This design comes from an exercise in tuning for small area, a short achievable clock period and few clock cycles per item on the open sky130 flow, not from production work.
In this exercise RTL edits were held to simulation tests only and were not proved equivalent to the original.
Power and IR drop assume default switching activity.

==> flow/design.v <==
module sha1_block (
    input wire clk,
    input wire rst,
    input wire start,
    input wire [159:0] context_in,
    input wire [511:0] block,
    output wire done,
    output wire [159:0] context_out);
reg [31:0] a, b, c;       
reg [511:0] win;         
reg [31:0] s;            
reg [31:0] pw;           
reg [31:0] yz;           
reg [6:0] cnt;           
reg [3:0] gk;            
reg [2:0] gf;            
reg busy;
reg f1, f2, f81, f82, f83;   
reg done_r;
assign done = done_r;
assign context_out = {b, rotl2(c), pw, s, a};
wire [31:0] h0 = context_in[159:128];
wire [31:0] h1 = context_in[127:96];
wire [31:0] h2 = context_in[95:64];
wire [31:0] h3 = context_in[63:32];
wire [31:0] h4 = context_in[31:0];
function [31:0] rotl5(input [31:0] x); rotl5 = {x[26:0], x[31:27]}; endfunction
function [31:0] rotr2(input [31:0] x); rotr2 = {x[1:0], x[31:2]}; endfunction
function [31:0] rotl2(input [31:0] x); rotl2 = {x[29:0], x[31:30]}; endfunction
function [31:0] rotl1(input [31:0] x); rotl1 = {x[30:0], x[31]}; endfunction
function [31:0] kconst(input [3:0] g);
    kconst = ({32{g[0]}} & 32'h5A827999) | ({32{g[1]}} & 32'h6ED9EBA1) |
             ({32{g[2]}} & 32'h8F1BBCDC) | ({32{g[3]}} & 32'hCA62C1D6);
endfunction
wire [31:0] wx = rotl1(win[95:64] ^ win[255:224] ^ win[447:416] ^ win[511:480]);
wire [31:0] wb = block[511 - 32*cnt[3:0] -: 32];
wire [31:0] wh = (cnt[1:0] == 2'd0) ? h4 : (cnt[1:0] == 2'd1) ? h3 : h2;
wire [31:0] wn = start ? block[511:480] : (cnt < 7'd16) ? wb : (cnt >= 7'd80) ? wh : wx;
wire [31:0] wq1 = win[31:0];                
wire [31:0] y = rotr2(b), z = c;
wire [31:0] fp = ({32{gf[0]}} & y) | ({32{gf[1]}} & ~yz) | ({32{gf[2]}} & (y | z));
wire [31:0] fq = ({32{gf[0]}} & z) | ({32{gf[1]}} & yz) | ({32{gf[2]}} & (y & z));
wire [31:0] f = (a & fp) | (~a & fq);      
wire [31:0] a_n = rotl5(a) + s;
wire [31:0] s_n = f + pw;
wire [31:0] pw_n = c + kconst(gk) + wq1;
wire [31:0] hb = {32{f82 | f83}} & yz;
always @(posedge clk) begin
    if (rst) begin
        busy <= 1'b0;
        done_r <= 1'b0;
    end else begin
        done_r <= busy && f83;
        if (start) busy <= 1'b1;
        else if (f83) busy <= 1'b0;
    end
    if (start) cnt <= 7'd1;
    else cnt <= cnt + 7'd1;
    f1 <= start;
    f2 <= f1;
    f81 <= busy && !start && (cnt == 7'd80);
    f82 <= busy && !start && (cnt == 7'd81);
    f83 <= busy && !start && (cnt == 7'd82);
    if (start || cnt < 7'd20) gk <= 4'b0001;
    else if (cnt < 7'd40) gk <= 4'b0010;
    else if (cnt < 7'd60) gk <= 4'b0100;
    else if (cnt < 7'd80) gk <= 4'b1000;
    else gk <= 4'b0000;
    gf <= (f81 || f82) ? 3'b000 : {gk[2], gk[1] | gk[3], gk[0]};
    win <= {win[479:0], wn};
    s <= s_n;
    pw <= pw_n;
    yz <= f81 ? h1 : f82 ? h0 : rotr2(a) ^ rotr2(b);
    if (start) begin
        a <= rotl2(h2);
        b <= rotl2(h3);
        c <= h4;
    end else begin
        a <= f1 ? h1 : f2 ? h0 : f83 ? s : a_n;
        b <= a + hb;
        c <= rotr2(b);
    end
end
endmodule
Settings: LEC_CHECK=0, CAP_MARGIN=20, CORE_MARGIN=2, CORE_UTILIZATION=50, PLACE_DENSITY=0.65, SETUP_SLACK_MARGIN=2.6, SLEW_MARGIN=20; clock period 6.0 ns.
standard.sh (not shown) runs the stock make flow with config.mk's settings and CLKGATE_MAP_FILE= SYNTH_SCRIPT=/design/flow/synth_recipe.tcl, a recipe that flattens the netlist after the stock synthesis.
==> flow/flow/run.sh <==
#!/bin/bash
# The standard ORFS layout (standard.sh), except that the buffers ORFS puts on
# every input and output port are the smallest buffer cell instead of the
# resizer's default choice.
set -euo pipefail
bash standard.sh BUFFER_PORTS_ARGS="-buffer_cell sky130_fd_sc_hd__buf_1" finish > flow_make.log 2>&1
Testbench counts at the start, summed over its fixed seeds: cycles 43,520, blocks 512.
Next try:
--- a/flow/design.v
+++ b/flow/design.v
@@ -33,9 +33,14 @@
              ({32{g[2]}} & 32'h8F1BBCDC) | ({32{g[3]}} & 32'hCA62C1D6);
 endfunction
 wire [31:0] wx = rotl1(win[95:64] ^ win[255:224] ^ win[447:416] ^ win[511:480]);
-wire [31:0] wb = block[511 - 32*cnt[3:0] -: 32];
-wire [31:0] wh = (cnt[1:0] == 2'd0) ? h4 : (cnt[1:0] == 2'd1) ? h3 : h2;
-wire [31:0] wn = start ? block[511:480] : (cnt < 7'd16) ? wb : (cnt >= 7'd80) ? wh : wx;
+reg [31:0] wn;
+integer i;
+always @* begin
+    wn = {32{cnt >= 7'd16 && cnt < 7'd80}} & wx;
+    for (i = 0; i < 16; i = i + 1)
+        wn = wn | ({32{cnt == i}} & block[511 - 32*i -: 32]);
+    wn = wn | ({32{cnt == 7'd80}} & h4) | ({32{cnt == 7'd81}} & h3) | ({32{cnt == 7'd82}} & h2);
+end
 wire [31:0] wq1 = win[31:0];                
 wire [31:0] y = rotr2(b), z = c;
 wire [31:0] fp = ({32{gf[0]}} & y) | ({32{gf[1]}} & ~yz) | ({32{gf[2]}} & (y | z));
@@ -54,14 +59,14 @@
         if (start) busy <= 1'b1;
         else if (f83) busy <= 1'b0;
     end
-    if (start) cnt <= 7'd1;
+    if (rst || !(busy || start)) cnt <= 7'd0;
     else cnt <= cnt + 7'd1;
     f1 <= start;
     f2 <= f1;
-    f81 <= busy && !start && (cnt == 7'd80);
-    f82 <= busy && !start && (cnt == 7'd81);
-    f83 <= busy && !start && (cnt == 7'd82);
-    if (start || cnt < 7'd20) gk <= 4'b0001;
+    f81 <= busy && (cnt == 7'd80);
+    f82 <= busy && (cnt == 7'd81);
+    f83 <= busy && (cnt == 7'd82);
+    if (cnt < 7'd20) gk <= 4'b0001;
     else if (cnt < 7'd40) gk <= 4'b0010;
     else if (cnt < 7'd60) gk <= 4'b0100;
     else if (cnt < 7'd80) gk <= 4'b1000;
@@ -76,7 +81,8 @@
         b <= rotl2(h3);
         c <= h4;
     end else begin
-        a <= f1 ? h1 : f2 ? h0 : f83 ? s : a_n;
+        a <= ({32{f1}} & h1) | ({32{f2}} & h0) | ({32{f83}} & s) |
+             ({32{!(f1 | f2 | f83)}} & a_n);
         b <= a + hb;
         c <= rotr2(b);
     end
=>
- The new run passed the timing, DRC and antenna checks
- power shrinks by a few percent
- final area shrinks by a few percent
- clock skew grows by 5.9 ps
- critical path depth shrinks by 5
- cell count shrinks by a few percent
- non-clock buffer count shrinks by 7
- maximum frequency grows by a few percent
- combinational power shrinks by about a fifth
- clock-buffer cell count grows by 3
- via count grows slightly
Testbench counts after the change, summed over its fixed seeds: cycles 43,520, blocks 512.

==> static timing again, ports no longer ideal <==
How much do the figures lean on ideal ports? The routed layouts below were timed once more, with nothing changed but the port constraints. Step 1 assumes that a clkbuf_16 drives the clock port and a buf_2 every other input. Step 2, shift: input delay + t, output delay - t, t = (earliest + latest rising clock arrival at the registers) / 2. This alone moves slack from input paths to output paths. Slacks: ideal ports / drivers / drivers and shift; pairs: ideal ports / drivers.
run	shift t [ns]	slack for setup (ns)	hold slack, ns	cell pins on the clock port's net
the first run	0.685	2.463 / 2.463 / 2.375	0.318 / 0.318 / 0.318	1
the second run	0.677	2.608 / 2.608 / 2.608	0.310 / 0.310 / 0.310	1
After both steps setup and hold are still met in every run listed. For the first run, which loses most, drivers alone change the setup slack by 0.000 ns; drivers and shift together by -0.088 ns.
